This design comes from an exercise in tuning for small area, a short achievable clock period and few clock cycles per item on the open sky130 flow, not from production work.
The RTL was checked by simulation tests, not by an equivalence proof against the original design.
No activity file was given, so power comes from the tool's default toggle rates.

--- flow/design.v ---
module miriscv_gpr (
  input  logic        clk_i,
  input  logic        we_i,
  input  logic [4:0]  wa_i,
  input  logic [31:0] wd_i,
  input  logic [4:0]  ra1_i,
  input  logic [4:0]  ra2_i,
  output logic [31:0] rd1_o,
  output logic [31:0] rd2_o
);
  logic [31:1][31:0] regs;
  for (genvar i = 1; i < 32; i++) begin : g_reg
    always_ff @(posedge clk_i) begin
      if (we_i && (wa_i == i)) regs[i] <= wd_i;
    end
  end
  always_comb begin
    rd1_o = '0;
    rd2_o = '0;
    for (int i = 1; i < 32; i++) begin
      rd1_o = rd1_o | ({32{ra1_i == i}} & regs[i]);
      rd2_o = rd2_o | ({32{ra2_i == i}} & regs[i]);
    end
  end
endmodule
module miriscv_mdu (
  input  logic        clk_i,
  input  logic        arstn_i,
  input  logic        start_i,
  input  logic [2:0]  op_i,        
  input  logic [31:0] a_i,
  input  logic [31:0] b_i,
  input  logic        cancel_i,
  input  logic        ack_i,
  output logic        busy_o,      
  output logic        done_o,      
  output logic [31:0] result_o
);
  localparam logic [2:0] S_IDLE  = 3'd0;
  localparam logic [2:0] S_SETUP = 3'd1;    
  localparam logic [2:0] S_ALIGN = 3'd2;    
  localparam logic [2:0] S_ITER  = 3'd3;
  localparam logic [2:0] S_FIN   = 3'd4;    
  localparam logic [2:0] S_DONE  = 3'd5;
  logic [2:0]  state_q;
  logic [2:0]  op_q;
  logic        neg_q;
  logic [5:0]  cnt_q;
  logic [31:0] x_q;    
  logic        cy_q;   
  logic [31:0] y_q;    
  logic [32:0] z_q;    
  logic [32:0] zc_q;   
  logic        is_div;
  logic        sa, sb, a_neg, b_neg, b_zero;
  logic [31:0] ua, ub;
  assign is_div = op_i[2];
  assign sa     = (op_i == 3'd1) | (op_i == 3'd2) | (op_i == 3'd4) | (op_i == 3'd6);
  assign sb     = (op_i == 3'd1) | (op_i == 3'd4) | (op_i == 3'd6);
  assign a_neg  = sa & a_i[31];
  assign b_neg  = sb & b_i[31];
  assign b_zero = (b_i == 32'd0);
  assign ua     = a_neg ? (32'd0 - a_i) : a_i;
  assign ub     = b_neg ? (32'd0 - b_i) : b_i;
  logic neg_start;
  always_comb begin
    case (op_i)
      3'd1, 3'd2: neg_start = a_neg ^ b_neg;
      3'd4:       neg_start = (a_neg ^ b_neg) & ~b_zero;
      3'd6:       neg_start = a_neg;
      default:    neg_start = 1'b0;
    endcase
  end
  function automatic logic [5:0] clz32(input logic [31:0] v);
    clz32 = 6'd32;
    for (int i = 0; i < 32; i++) begin
      if (v[i]) clz32 = 31 - i;
    end
  endfunction
  logic [5:0]  lz_r, lz_d;
  logic        q_zero, d_zero;
  assign lz_r   = clz32(z_q[31:0]);
  assign lz_d   = clz32(y_q);
  assign q_zero = (lz_r > lz_d);       
  assign d_zero = (y_q == 32'd0);
  logic [32:0] div_diff;
  assign div_diff = {1'b0, z_q[31:0]} - {1'b0, y_q};
  function automatic logic [81:0] csa(input logic [40:0] a, input logic [40:0] b,
                                      input logic [40:0] c);
    csa[40:0]  = a ^ b ^ c;
    csa[81:41] = {((a[39:0] & b[39:0]) | (a[39:0] & c[39:0]) | (b[39:0] & c[39:0])), 1'b0};
  endfunction
  logic [40:0] pp [0:9];
  always_comb begin
    for (int j = 0; j < 8; j++) pp[j] = {9'd0, y_q & {32{x_q[j]}}} << j;
    pp[8] = {8'd0, z_q};
    pp[9] = {8'd0, zc_q};
  end
  logic [40:0] s1, c1, s2, c2, s3, c3, s4, c4, s5, c5, s6, c6, s7, c7, ts, tc;
  always_comb begin
    {c1, s1} = csa(pp[0], pp[1], pp[2]);
    {c2, s2} = csa(pp[3], pp[4], pp[5]);
    {c3, s3} = csa(pp[6], pp[7], pp[8]);
    {c4, s4} = csa(s1, c1, s2);
    {c5, s5} = csa(c2, s3, c3);
    {c6, s6} = csa(s4, c4, s5);
    {c7, s7} = csa(s6, c6, c5);
    {tc, ts} = csa(s7, c7, pp[9]);
  end
  logic [8:0] mul_lo;
  assign mul_lo = {1'b0, ts[7:0]} + {1'b0, tc[7:0]} + {8'd0, cy_q};
  logic [31:0] mul_hi;
  assign mul_hi = z_q[31:0] + zc_q[31:0] + {31'd0, cy_q};
  always_ff @(posedge clk_i or negedge arstn_i) begin
    if (!arstn_i) begin
      state_q <= S_IDLE;
    end else if (start_i) begin
      state_q <= is_div ? S_SETUP : S_ITER;
    end else if (cancel_i || ack_i) begin
      state_q <= S_IDLE;
    end else begin
      case (state_q)
        S_SETUP: state_q <= (d_zero || q_zero) ? S_DONE : S_ALIGN;
        S_ALIGN: state_q <= S_ITER;
        S_ITER: begin
          if (op_q[2]) begin
            if (cnt_q == 6'd0) state_q <= S_DONE;
          end else begin
            if (cnt_q == 6'd1) state_q <= (op_q[1:0] == 2'd0) ? S_DONE : S_FIN;
          end
        end
        S_FIN:   state_q <= S_DONE;
        default: ;
      endcase
    end
  end
  always_ff @(posedge clk_i) begin
    if (start_i) begin
      op_q  <= op_i;
      neg_q <= neg_start;
      if (is_div) begin
        z_q <= {1'b0, ua};
        y_q <= ub;
        x_q <= '0;
      end else begin
        z_q   <= '0;
        zc_q  <= '0;
        cy_q  <= 1'b0;
        y_q   <= ua;
        x_q   <= ub;
        cnt_q <= 6'd4;
      end
    end else begin
      case (state_q)
        S_SETUP: begin
          if (d_zero) x_q <= '1;
          cnt_q <= lz_d - lz_r;
        end
        S_ALIGN: y_q <= y_q << cnt_q[4:0];
        S_ITER: begin
          if (op_q[2]) begin
            if (!div_diff[32]) z_q <= {1'b0, div_diff[31:0]};
            x_q   <= {x_q[30:0], ~div_diff[32]};
            y_q   <= {1'b0, y_q[31:1]};
            cnt_q <= cnt_q - 6'd1;
          end else begin
            z_q   <= ts[40:8];
            zc_q  <= tc[40:8];
            cy_q  <= mul_lo[8];
            x_q   <= {mul_lo[7:0], x_q[31:8]};
            cnt_q <= cnt_q - 6'd1;
          end
        end
        S_FIN: z_q <= {1'b0, mul_hi};
        default: ;
      endcase
    end
  end
  logic [31:0] res_raw;
  logic        res_cin;
  always_comb begin
    case (op_q)
      3'd0:             res_raw = x_q;          
      3'd1, 3'd2, 3'd3: res_raw = z_q[31:0];    
      3'd4, 3'd5:       res_raw = x_q;          
      default:          res_raw = z_q[31:0];    
    endcase
    res_cin = (op_q[2] == 1'b0) ? (x_q == 32'd0) : 1'b1;
  end
  assign result_o = neg_q ? ((~res_raw) + {31'd0, res_cin}) : res_raw;
  assign busy_o   = (state_q != S_IDLE);
  assign done_o   = (state_q == S_DONE);
endmodule
module miriscv_top (
  input  logic        clk_i,
  input  logic        arstn_i,
  input  logic [31:0] boot_addr_i,
  input  logic        instr_rvalid_i,
  input  logic [31:0] instr_rdata_i,
  output logic        instr_req_o,
  output logic [31:0] instr_addr_o,
  input  logic        data_rvalid_i,
  input  logic [31:0] data_rdata_i,
  output logic        data_req_o,
  output logic        data_we_o,
  output logic [3:0]  data_be_o,
  output logic [31:0] data_addr_o,
  output logic [31:0] data_wdata_o
);
  localparam logic [6:0] OPC_LUI    = 7'b0110111;
  localparam logic [6:0] OPC_AUIPC  = 7'b0010111;
  localparam logic [6:0] OPC_JAL    = 7'b1101111;
  localparam logic [6:0] OPC_JALR   = 7'b1100111;
  localparam logic [6:0] OPC_BRANCH = 7'b1100011;
  localparam logic [6:0] OPC_LOAD   = 7'b0000011;
  localparam logic [6:0] OPC_STORE  = 7'b0100011;
  localparam logic [6:0] OPC_OPIMM  = 7'b0010011;
  localparam logic [6:0] OPC_OP     = 7'b0110011;
  localparam int R_SUM  = 0;
  localparam int R_SLT  = 1;
  localparam int R_SLTU = 2;
  localparam int R_XOR  = 3;
  localparam int R_OR   = 4;
  localparam int R_AND  = 5;
  localparam int R_SHL  = 6;
  localparam int R_SHR  = 7;
  localparam int R_B    = 8;
  localparam int R_ADDR = 9;
  localparam int R_N    = 10;
  logic        started_q;
  logic [31:0] pc_f_q;
  logic        d_valid_q;
  logic        d_hold_q;
  logic [31:0] d_hold_instr_q;
  logic [31:0] d_pc;
  logic        e_valid_q;
  logic        e_wb_q;
  logic [4:0]  e_rd_q;
  logic [31:0] e_a_q, e_b_q, e_c_q;
  logic [R_N-1:0] e_rsel_q;
  logic        e_sub_q;
  logic        e_sra_q;
  logic        e_branch_q, e_jalr_q, e_pred_q;
  logic [2:0]  e_f3_q;
  logic        e_load_q, e_store_q;
  logic        e_md_q;
  logic [3:0]  e_fwd1_q, e_fwd2_q;
  logic [31:0] wb_last_q;      
  logic        m_valid_q;
  logic        m_wb_q;
  logic [4:0]  m_rd_q;
  logic [31:0] m_val_q;       
  logic        m_load_q;
  logic [2:0]  m_f3_q;
  logic        m_req_q;
  logic        m_we_q;
  logic [3:0]  m_be_q;
  logic [31:0] m_wdata_q;
  logic        w_valid_q;
  logic        w_wb_q;
  logic [4:0]  w_rd_q;
  logic [31:0] w_val_q;
  logic        w_load_q;
  logic [2:0]  w_f3_q;
  logic [4:0]  u_rd_q;
  logic        redirect;
  logic [31:0] redirect_pc;
  logic        stall_e;
  logic [31:0] e_val;
  logic [31:0] w_result;
  logic        w_write;
  logic        u_busy, u_done, u_wr, u_cancel, u_start;
  logic [31:0] u_result;
  logic [31:0] instr;
  assign instr = d_hold_q ? d_hold_instr_q : instr_rdata_i;
  assign d_pc = pc_f_q - 32'd4;
  logic [6:0] opc;
  logic [2:0] f3;
  logic [4:0] rs1, rs2, rd;
  assign opc = instr[6:0];
  assign f3  = instr[14:12];
  assign rs1 = instr[19:15];
  assign rs2 = instr[24:20];
  assign rd  = instr[11:7];
  logic is_lui, is_auipc, is_jal, is_jalr, is_branch, is_load, is_store, is_opimm, is_op, is_md;
  assign is_lui    = (opc == OPC_LUI);
  assign is_auipc  = (opc == OPC_AUIPC);
  assign is_jal    = (opc == OPC_JAL);
  assign is_jalr   = (opc == OPC_JALR);
  assign is_branch = (opc == OPC_BRANCH);
  assign is_load   = (opc == OPC_LOAD);
  assign is_store  = (opc == OPC_STORE);
  assign is_opimm  = (opc == OPC_OPIMM);
  assign is_op     = (opc == OPC_OP);
  assign is_md     = is_op & instr[25];
  logic use_rs1, use_rs2, d_wb;
  assign use_rs1 = ~(is_lui | is_auipc | is_jal);
  assign use_rs2 = is_op | is_branch | is_store;
  assign d_wb    = (is_lui | is_auipc | is_jal | is_jalr | is_load | is_opimm | is_op) & (rd != 5'd0);
  logic [31:0] imm_i, imm_s, imm_b, imm_u, imm_j;
  assign imm_i = {{20{instr[31]}}, instr[31:20]};
  assign imm_s = {{20{instr[31]}}, instr[31:25], instr[11:7]};
  assign imm_b = {{19{instr[31]}}, instr[31], instr[7], instr[30:25], instr[11:8], 1'b0};
  assign imm_u = {instr[31:12], 12'd0};
  assign imm_j = {{11{instr[31]}}, instr[31], instr[19:12], instr[20], instr[30:21], 1'b0};
  logic        rf_we;
  logic [4:0]  rf_wa;
  logic [31:0] rf_wd;
  logic [31:0] rf_rd1, rf_rd2;
  miriscv_gpr i_gpr (
    .clk_i ( clk_i  ),
    .we_i  ( rf_we  ),
    .wa_i  ( rf_wa  ),
    .wd_i  ( rf_wd  ),
    .ra1_i ( rs1    ),
    .ra2_i ( rs2    ),
    .rd1_o ( rf_rd1 ),
    .rd2_o ( rf_rd2 )
  );
  logic [3:0] d_fwd1, d_fwd2;    
  always_comb begin
    d_fwd1 = 4'b1000;
    d_fwd2 = 4'b1000;
    if (use_rs1 && rs1 != 5'd0) begin
      if (e_valid_q && e_wb_q && e_rd_q == rs1)      d_fwd1 = 4'b0001;
      else if (m_valid_q && m_wb_q && m_rd_q == rs1) d_fwd1 = 4'b0010;
      else if (rf_we && rf_wa == rs1)                d_fwd1 = 4'b0100;
    end
    if (use_rs2 && rs2 != 5'd0) begin
      if (e_valid_q && e_wb_q && e_rd_q == rs2)      d_fwd2 = 4'b0001;
      else if (m_valid_q && m_wb_q && m_rd_q == rs2) d_fwd2 = 4'b0010;
      else if (rf_we && rf_wa == rs2)                d_fwd2 = 4'b0100;
    end
  end
  logic [31:0] rv1, rv2;
  assign rv1 = rf_rd1;
  assign rv2 = rf_rd2;
  logic e_late, m_late, hz1, hz2, hazard;
  assign e_late = e_valid_q & e_wb_q & (e_load_q | e_md_q);
  assign m_late = m_valid_q & m_wb_q & m_load_q;
  assign hz1    = use_rs1 & (rs1 != 5'd0) & ((e_late & (e_rd_q == rs1)) | (m_late & (m_rd_q == rs1))
                                            | (u_busy & ~u_wr & (u_rd_q == rs1)));
  assign hz2    = use_rs2 & (rs2 != 5'd0) & ((e_late & (e_rd_q == rs2)) | (m_late & (m_rd_q == rs2))
                                            | (u_busy & ~u_wr & (u_rd_q == rs2)));
  assign hazard = hz1 | hz2;
  logic d_stall;
  assign d_stall = d_valid_q & (hazard | stall_e);
  logic        br_pred, pred_taken;
  logic [31:0] pc_plus4_d, pc_jal_d, pc_br_d, d_target;
  assign br_pred    = instr[31] | (f3 == 3'b001);
  assign pred_taken = is_jal | (is_branch & br_pred);
  assign pc_plus4_d = pc_f_q;
  function automatic logic [18:0] inc19(input logic [18:0] v);
    for (int i = 0; i < 19; i++) inc19[i] = v[i] ^ (&(v & ((19'd1 << i) - 19'd1)));
  endfunction
  function automatic logic [18:0] dec19(input logic [18:0] v);
    for (int i = 0; i < 19; i++) dec19[i] = v[i] ^ ~(|(v & ((19'd1 << i) - 19'd1)));
  endfunction
  logic [18:0] pc_hi19, pc_hi19_p, pc_hi19_m;
  logic [10:0] pc_hi11_p, pc_hi11_m;
  assign pc_hi19   = d_pc[31:13];
  assign pc_hi19_p = inc19(pc_hi19);
  assign pc_hi19_m = dec19(pc_hi19);
  assign pc_hi11_p = (&pc_hi19[7:0])  ? pc_hi19_p[18:8] : pc_hi19[18:8];
  assign pc_hi11_m = (~|pc_hi19[7:0]) ? pc_hi19_m[18:8] : pc_hi19[18:8];
  logic [13:0] br_lo;
  logic [18:0] br_hi;
  logic [21:0] jal_lo;
  logic [10:0] jal_hi;
  assign br_lo  = {1'b0, d_pc[12:0]} + {1'b0, imm_b[12:0]};
  assign jal_lo = {1'b0, d_pc[20:0]} + {1'b0, imm_j[20:0]};
  always_comb begin
    if (imm_b[12] == br_lo[13]) br_hi = pc_hi19;
    else if (br_lo[13])         br_hi = pc_hi19_p;
    else                        br_hi = pc_hi19_m;
    if (imm_j[20] == jal_lo[21]) jal_hi = pc_hi19[18:8];
    else if (jal_lo[21])         jal_hi = pc_hi11_p;
    else                         jal_hi = pc_hi11_m;
  end
  assign pc_jal_d   = {jal_hi, jal_lo[20:0]};
  assign pc_br_d    = {br_hi, br_lo[12:0]};
  assign d_target   = is_jal ? pc_jal_d : pc_br_d;
  logic [31:0] d_a, d_b, d_c;
  always_comb begin
    if (is_lui)        d_a = 32'd0;
    else if (is_auipc) d_a = d_pc;
    else               d_a = rv1;
    if (is_op | is_branch | is_store) d_b = rv2;
    else if (is_jal | is_jalr)        d_b = pc_plus4_d;
    else if (is_lui | is_auipc)       d_b = imm_u;
    else                              d_b = imm_i;
    if (is_store)       d_c = imm_s;
    else if (is_branch) d_c = br_pred ? pc_plus4_d : pc_br_d;
    else                d_c = imm_i;
  end
  logic [R_N-1:0] d_rsel;
  logic           d_sub, d_sra;
  always_comb begin
    d_rsel = '0;
    d_sub  = 1'b0;
    d_sra  = instr[30];
    if (is_op | is_opimm) begin
      case (f3)
        3'b000: begin d_rsel[R_SUM] = 1'b1; d_sub = is_op & instr[30]; end
        3'b001: d_rsel[R_SHL]  = 1'b1;
        3'b010: begin d_rsel[R_SLT]  = 1'b1; d_sub = 1'b1; end
        3'b011: begin d_rsel[R_SLTU] = 1'b1; d_sub = 1'b1; end
        3'b100: d_rsel[R_XOR]  = 1'b1;
        3'b101: d_rsel[R_SHR]  = 1'b1;
        3'b110: d_rsel[R_OR]   = 1'b1;
        default: d_rsel[R_AND] = 1'b1;
      endcase
    end else if (is_jal | is_jalr) begin
      d_rsel[R_B] = 1'b1;
    end else if (is_load | is_store) begin
      d_rsel[R_ADDR] = 1'b1;
    end else begin
      d_rsel[R_SUM] = 1'b1;
      d_sub = is_branch;
    end
  end
  logic [31:0] a_res, b_res;
  always_comb begin
    a_res = ({32{e_fwd1_q[0]}} & m_val_q) | ({32{e_fwd1_q[1]}} & w_val_q)
          | ({32{e_fwd1_q[2]}} & wb_last_q) | ({32{e_fwd1_q[3]}} & e_a_q);
    b_res = ({32{e_fwd2_q[0]}} & m_val_q) | ({32{e_fwd2_q[1]}} & w_val_q)
          | ({32{e_fwd2_q[2]}} & wb_last_q) | ({32{e_fwd2_q[3]}} & e_b_q);
  end
  logic [31:0] alu_b, sum;
  logic        carry;
  assign alu_b        = e_sub_q ? ~b_res : b_res;
  assign {carry, sum} = {1'b0, a_res} + {1'b0, alu_b} + {32'd0, e_sub_q};
  logic eq, ltu, lt;
  assign eq  = (a_res == b_res);
  assign ltu = ~carry;
  assign lt  = (a_res[31] ^ b_res[31]) ? a_res[31] : sum[31];
  logic [31:0] sh_in, sh_out, shl;
  logic        sh_fill;
  always_comb begin
    for (int i = 0; i < 32; i++) sh_in[i] = e_rsel_q[R_SHL] ? a_res[31-i] : a_res[i];
  end
  assign sh_fill = e_sra_q & a_res[31] & e_rsel_q[R_SHR];
  assign sh_out  = 32'($signed({sh_fill, sh_in}) >>> b_res[4:0]);
  always_comb begin
    for (int i = 0; i < 32; i++) shl[i] = sh_out[31-i];
  end
  logic [31:0] addr;
  assign addr = a_res + e_c_q;
  always_comb begin
    e_val = ({32{e_rsel_q[R_SUM]}}  & sum)
          | ({32{e_rsel_q[R_SLT]}}  & {31'd0, lt})
          | ({32{e_rsel_q[R_SLTU]}} & {31'd0, ltu})
          | ({32{e_rsel_q[R_XOR]}}  & (a_res ^ b_res))
          | ({32{e_rsel_q[R_OR]}}   & (a_res | b_res))
          | ({32{e_rsel_q[R_AND]}}  & (a_res & b_res))
          | ({32{e_rsel_q[R_SHL]}}  & shl)
          | ({32{e_rsel_q[R_SHR]}}  & sh_out)
          | ({32{e_rsel_q[R_B]}}    & b_res)
          | ({32{e_rsel_q[R_ADDR]}} & addr);
  end
  logic taken;
  always_comb begin
    case (e_f3_q)
      3'b000:  taken = eq;
      3'b001:  taken = ~eq;
      3'b100:  taken = lt;
      3'b101:  taken = ~lt;
      3'b110:  taken = ltu;
      default: taken = ~ltu;
    endcase
  end
  assign redirect    = e_valid_q & ~stall_e & (e_jalr_q | (e_branch_q & (taken ^ e_pred_q)));
  assign redirect_pc = e_jalr_q ? {addr[31:1], 1'b0} : e_c_q;
  logic ft_recover;
  assign ft_recover = redirect & e_branch_q & e_pred_q;
  assign w_write  = w_valid_q & w_wb_q;
  assign u_wr     = u_done & ~w_write;
  assign u_cancel = u_busy & ~u_wr & e_valid_q & e_wb_q & (e_rd_q == u_rd_q);
  logic can_accept;
  assign can_accept = ~u_busy | u_wr | u_cancel;
  assign u_start    = e_valid_q & e_md_q & e_wb_q & can_accept;
  assign stall_e    = e_valid_q & e_md_q & e_wb_q & ~can_accept;
  miriscv_mdu i_mdu (
    .clk_i    ( clk_i    ),
    .arstn_i  ( arstn_i  ),
    .start_i  ( u_start  ),
    .op_i     ( e_f3_q   ),
    .a_i      ( a_res    ),
    .b_i      ( b_res    ),
    .cancel_i ( u_cancel ),
    .ack_i    ( u_wr     ),
    .busy_o   ( u_busy   ),
    .done_o   ( u_done   ),
    .result_o ( u_result )
  );
  logic [3:0]  e_be;
  logic [31:0] e_wdata;
  always_comb begin
    case (e_f3_q[1:0])
      2'b00:   e_be = 4'b0001 << addr[1:0];
      2'b01:   e_be = addr[1] ? 4'b1100 : 4'b0011;
      default: e_be = 4'b1111;
    endcase
    case (e_f3_q[1:0])
      2'b00:   e_wdata = {4{b_res[7:0]}};
      2'b01:   e_wdata = {2{b_res[15:0]}};
      default: e_wdata = b_res;
    endcase
  end
  assign data_req_o   = m_req_q;
  assign data_we_o    = m_we_q;
  assign data_be_o    = m_be_q;
  assign data_addr_o  = m_val_q;
  assign data_wdata_o = m_wdata_q;
  logic [15:0] ld_h;
  logic [7:0]  ld_b;
  logic [31:0] ld_data;
  assign ld_h = w_val_q[1] ? data_rdata_i[31:16] : data_rdata_i[15:0];
  assign ld_b = w_val_q[0] ? ld_h[15:8] : ld_h[7:0];
  always_comb begin
    case (w_f3_q[1:0])
      2'b00:   ld_data = {{24{~w_f3_q[2] & ld_b[7]}}, ld_b};
      2'b01:   ld_data = {{16{~w_f3_q[2] & ld_h[15]}}, ld_h};
      default: ld_data = data_rdata_i;
    endcase
  end
  assign w_result = w_load_q ? ld_data : w_val_q;
  assign rf_we = w_write | u_wr;
  assign rf_wa = w_write ? w_rd_q : u_rd_q;
  assign rf_wd = w_write ? w_result : u_result;
  assign instr_req_o  = started_q;
  assign instr_addr_o = pc_f_q;
  always_ff @(posedge clk_i or negedge arstn_i) begin
    if (!arstn_i) begin
      started_q <= 1'b0;
      d_valid_q <= 1'b0;
      d_hold_q  <= 1'b0;
      e_valid_q <= 1'b0;
      m_valid_q <= 1'b0;
      m_req_q   <= 1'b0;
      w_valid_q <= 1'b0;
    end else begin
      started_q <= 1'b1;
      if (redirect)                     d_valid_q <= ft_recover;
      else if (d_stall)                 d_valid_q <= 1'b1;
      else if (d_valid_q & pred_taken)  d_valid_q <= 1'b0;
      else                              d_valid_q <= started_q;
      d_hold_q  <= (d_stall & ~redirect) | ft_recover;
      if (!stall_e) e_valid_q <= d_valid_q & ~hazard & ~redirect;
      m_valid_q <= e_valid_q & ~stall_e;
      m_req_q   <= e_valid_q & ~stall_e & (e_load_q | e_store_q);
      w_valid_q <= m_valid_q;
    end
  end
  always_ff @(posedge clk_i) begin
    if (!started_q)                  pc_f_q <= boot_addr_i;
    else if (ft_recover)             pc_f_q <= e_c_q + 32'd4;
    else if (redirect)               pc_f_q <= redirect_pc;
    else if (d_stall)                pc_f_q <= pc_f_q;
    else if (d_valid_q & pred_taken) pc_f_q <= d_target;
    else                             pc_f_q <= pc_f_q + 32'd4;
    if (!d_hold_q) d_hold_instr_q <= instr_rdata_i;
    if (stall_e) begin
      e_a_q    <= a_res;
      e_b_q    <= b_res;
      e_fwd1_q <= 4'b1000;
      e_fwd2_q <= 4'b1000;
    end else begin
      e_fwd1_q   <= d_fwd1;
      e_fwd2_q   <= d_fwd2;
      e_wb_q     <= d_wb;
      e_rd_q     <= rd;
      e_a_q      <= d_a;
      e_b_q      <= d_b;
      e_c_q      <= d_c;
      e_rsel_q   <= d_rsel;
      e_sub_q    <= d_sub;
      e_sra_q    <= d_sra;
      e_branch_q <= is_branch;
      e_jalr_q   <= is_jalr;
      e_pred_q   <= br_pred;
      e_f3_q     <= f3;
      e_load_q   <= is_load;
      e_store_q  <= is_store;
      e_md_q     <= is_md;
    end
    m_wb_q    <= e_wb_q & ~e_md_q;
    m_rd_q    <= e_rd_q;
    m_val_q   <= e_val;
    m_load_q  <= e_load_q;
    m_f3_q    <= e_f3_q;
    m_we_q    <= e_store_q;
    m_be_q    <= e_be;
    m_wdata_q <= e_wdata;
    w_wb_q   <= m_wb_q;
    w_rd_q   <= m_rd_q;
    w_val_q  <= m_val_q;
    w_load_q <= m_load_q;
    w_f3_q   <= m_f3_q;
    wb_last_q <= rf_wd;
    if (u_start) u_rd_q <= e_rd_q;
  end
endmodule
--- flow/flow/run.sh ---
#!/bin/bash
# The standard layout (standard.sh: the standard synthesis and ORFS
# flow), with timing repair asked to leave extra setup slack, and the port
# buffers made plain buffers (the default picks a delay cell) so that repair
# can size them. The SDC and its 12 ns clock are unchanged.
# make's full output goes to standard.log; ORFS keeps each step's log under
# orfs/logs.
set -euo pipefail
bash standard.sh SETUP_SLACK_MARGIN=6.9 "BUFFER_PORTS_ARGS=-buffer_cell sky130_fd_sc_hd__buf_4" finish > standard.log 2>&1
--- flow/standard.sh ---
#!/bin/bash
# synth_recipe.tcl (not shown) runs the flow's synth.tcl, then flattens the netlist and writes it again
# the make line also repeats each setting of config.mk as NAME=value (left out here)
make -C /OpenROAD-flow-scripts/flow DESIGN_CONFIG=/design/flow/config.mk WORK_HOME=/design/flow/orfs CLKGATE_MAP_FILE= SYNTH_SCRIPT=/design/flow/synth_recipe.tcl "${@:-finish}"
--- flow/config.mk ---
export PLATFORM = sky130hd
export DESIGN_NAME = miriscv_top
export DESIGN_NICKNAME = miriscv_top
export VERILOG_FILES = /design/flow/design.v
export SDC_FILE = /design/flow/constraint.sdc
export NUM_CORES = 4
export LEC_CHECK = 0
export CAP_MARGIN = 20
export CORE_MARGIN = 2
export CORE_UTILIZATION = 50
export SLEW_MARGIN = 20
--- flow/constraint.sdc ---
create_clock -name core_clock -period 12.0 [get_ports {clk_i}]
set_input_delay 2.4000 -clock core_clock [delete_from_list [all_inputs] [get_ports {clk_i}]]
set_output_delay 2.4000 -clock core_clock [all_outputs]
set_load 0.01 [all_outputs]
==> run summary <==
area by class of cell:
cell class,instances,area (sq um)
Antenna cell,32,80.08
Clock buffer,197,4363
Clock inverter,107,1336
Fill cell,15780,75940
Inverter,622,2412
Multi-Input combinational cell,6182,47380
Sequential cell,1495,42300
Tap cell,2464,3083
Timing Repair Buffer,714,6188
sequential cells by signal, summed over array words and instances (netlist names), 5 cells and up:
signal	count
u_rd_q	5
pc_f_q	32
i_gpr.regs	992
i_mdu.cnt_q	6
m_rd_q	5
d_hold_instr_q	32
e_b_q	32
i_mdu.y_q	32
i_mdu.x_q	32
e_rd_q	5
i_mdu.zc_q	33
m_wdata_q	32
m_val_q	32
e_rsel_q	10
w_rd_q	5
e_c_q	32
w_val_q	32
e_a_q	32
wb_last_q	32
i_mdu.z_q	32
timing repair:
action                     in CTS  in global routing
resized for setup             210                145
gates cloned                   16                  9
setup buffers                 109                 78
pin swaps                      40                 59
setup endpoints to repair     228                278
synthesized netlist by cell type (all sizes together) (79+ instances only):
library cell | instances | area [sq um]
fa | 251 | 5025
nand3 | 203 | 1016
xor2 | 95 | 832.1
nor2 | 526 | 1974
nor3 | 171 | 887.1
inv | 605 | 2271
a22o | 252 | 2207
nand4 | 156 | 975.9
buf | 109 | 466.7
and2 | 142 | 888.4
a22oi | 556 | 4174
a31oi | 93 | 581.8
a221oi | 324 | 2850
clkbuf | 505 | 1896
o21ai | 410 | 2052
xnor2 | 293 | 2566
dfxtp | 257 | 5145
edfxtp | 1228 | 36880
ha | 279 | 3491
nand2 | 733 | 2751
a21oi | 505 | 2527
mux2i | 151 | 1511
nor4 | 79 | 515.5
power breakdown:
part           total, mW  leakage, nW  switching [mW]  internal (mW)
Clock               5.44         2.74            2.34           3.10
Sequential          8.14         13.5           0.997           7.14
Combinational       20.6         23.6            12.3           8.25
Total               34.2         39.8            15.7           18.5
through the flow:
| step | instance area [sq um] | util, % | hold WS (ns) | setup slack [ns] |
|---|---|---|---|---|
| 6_report | 107100 | 58.52 | 0.3308 | 6.677 |
| 5_1_grt | 107100 | 58.50 | 0.3372 | 6.685 |
| 4_1_cts | 105600 | 57.67 | 0.3278 | 6.800 |
| 3_5_place_dp | 97740 | 53.39 | 0.3136 | 4.577 |
| 3_3_place_gp | 97720 | 53.38 | 0.3129 | 4.667 |
| 2_1_floorplan | 92340 | - | 0.3096 | 6.391 |
worst reg2reg max path, stage by stage (launching register included):
cell and delay (ns):
dfxtp_4 0.42, buf_12 0.17, buf_12 0.12, a22oi_1 0.10
nand2_2 0.27, clkinvlp_4 0.26, xnor2_1 0.17, ha_1 0.34
a21o_1 0.17, a21o_1 0.18, a221oi_2 0.30, o31a_1 0.25
o21ai_2 0.10, mux2_4 0.35, or3_4 0.40, a31oi_4 0.21
a211oi_4 0.05, buf_6 0.17, buf_12 0.15, or3_1 0.55
a31oi_1 0.23
logic make-up (layout without fill, tap and decap cells):
| logic type | Yosys count | in the layout | share of synthesized area [%] |
|---|---|---|---|
| xor gates and xnor gates | 388 | 388 | 3.692 |
| AOI/OAI and AO/OA | 2749 | 2752 | 21.16 |
| DFF | 1495 | 1495 | 45.92 |
| buffers and inverters | 1236 | 1640 | 5.103 |
| muxes | 231 | 231 | 3.171 |
| and+or+nand+nor | 2277 | 2280 | 11.70 |
| adders and majority gates | 530 | 530 | 9.251 |
| other | 1 | 33 | 0.004074 |
path summary, 6_finish.rpt:
check                                 startpoint         end  slack (ns)  cells past startpoint
max in group asynchronous                arstn_i   started_q       10.31                      1
min in group asynchronous                arstn_i   m_valid_q        1.42                      1
worst min-delay path                   m_f3_q[1]   w_f3_q[1]        0.33                      0
worst max-delay path            instr_rdata_i[0]    e_b_q[3]        6.68                     13
worst min register to register         m_f3_q[1]   w_f3_q[1]        0.33                      0
worst max register to register       e_fwd2_q[1]  pc_f_q[13]        6.86                     20
routing by layer:
metal | track usage [%] | share of wire [%]
met1 | 62.01 | 34
met3 | 19.10 | 16
met4 | 38.43 | 10
met2 | 69.75 | 40
met5 | 0.3903 | 0.052
==> run summary <==
Status -> failed layout checks
Failing Checks -> max-capacitance violations, max-slew violations
Grt ovf -> 0
Leak Pwr -> 39.84 nW
Vias per cell -> 7.402
Worst path cell trace -> buf_4, nor2b_1, a32oi_4, or2_2, or3_1, buf_4, inv_1, buf_4, a21oi_4, buf_4, nor4_2, or3_1, o21ai_0
Crit share post-route -> 44.36%
Mapped Nets -> 9537
Clock sink count -> 1495
Worst path slowest cell -> nor4_2
Mapped Area -> 92050 sq um
H-tree depth -> 4
CP Launch Type -> input port
DRC -> 0
CTS buffer count -> 164
# hold bufs at CTS -> 0
Syn. warnings -> 4
Synth-to-Final Area Change -> 16.39%
Slew @ Worst Pin -> 1.604 ns
Average size of a mapped cell -> 10.33 sq um
Antenna violations before repair -> 56
Initial Utilization -> 50.28%
Slowest stage delay, CP -> 0.85 ns
Most common library cell in the layout ignoring fill and taps -> edfxtp_1
WP data required -> 12.70 ns
FFs w/ async S/R, synth -> 0.6689%
Pre-Repair DR Iteration Count -> 10
Final setup vio count -> 0
Vias in the first global route -> 80560
Post-synth EDFFs -> 1228
Crit path buf inv count -> 5
Register area share after synthesis -> 45.92%
Nets -> 9809
Total Neg Setup Slack -> 0 ns
Skew final -> 0.05398 ns
Slew Viols, Final -> 11
Critical Path Fanout Max -> 40
Post-synthesis cell type count -> 97
Global-route wire length before repair -> 648400 um
Maxcap violations -> 1
Maximum clock frequency -> 0.1879 GHz
Wire length per cell -> 40.90 um
CTS tree -> done
Hold WC Path Type -> reg -> reg
PD cells -> 318.8 nW/um^2
Non-Filler Instances -> 11810
Max Root-Sink Buffers -> 3
Die height -> 433.1 um
Gpl congestion -> 1.063
Largest net degree at the start of global routing -> 93
VDD IR max -> 0.0006274 V
Design Power -> 34.15 mW
1st-iter DRT viols -> 16910
Worst slew margin -> -7.570%
I/O Buffers -> 200
CP arrival -> 6.02 ns
Worst Setup Path Type -> in -> reg
Clock transition at the registers of the reported paths -> 0.06 ns
Ys flop type -> edfxtp_1
Dpl cells -> 11260
Die Area -> 187600 sq um
Total Wirelength -> 483200 um
Post-layout min period -> 5.323 ns
Mapped Cells -> 8907
Routed Antenna Nets -> 0
Via count -> 87440
Row Count -> 157
Share of layout cells above drive strength 1 -> 15.94%
Crit path top cell by count -> buf_4
Worst setup EP type -> register
Core Footprint -> 183100 sq um
Cell family with most CP delay -> simple AND/OR/NAND/NOR gates
Root Driver -> clkbuf_16
Worst-skew pair later-pin latency -> 0.89 ns
Final count of hold timing violations -> 0
RSZ-0062 raised after global routing -> true
DIE WIDTH -> 433.1 um
Commonest non-fill, non-tap cells in the layout -> edfxtp_1, nand2_1, buf_4, inv_1, a22oi_1
Gr usage total -> 49.93%
Flops & latches, synth -> 1495
Ports -> 203
HPWL after DPL -> 316000 um
Testbench counts, summed over its fixed seeds: cycles 180,687, programs 80.

## port drivers added, routing unchanged
How much do the figures lean on ideal ports? The routed layout below was timed once more, with nothing changed but the port constraints.
Step 1: set_driving_cell puts a clkbuf_16 on clk_i and a buf_2 on each other input, an assumption about the parent block.
Step 2 adds t to the input delays and takes it off the output delays; t is the mean of the earliest and latest rising clock arrival at the registers after step 1. Input paths then give back, and output paths get back, about the clock's delay inside the block.
Three values: ideal ports, drivers, drivers and shift; two values: the first two.
shift t [ns]: 0.952
setup slack, ns: 6.677 / 6.740 / 5.788
worst setup path at the end: input to register
For this run, drivers alone change the setup slack by +0.063 ns; drivers and shift together by -0.889 ns.
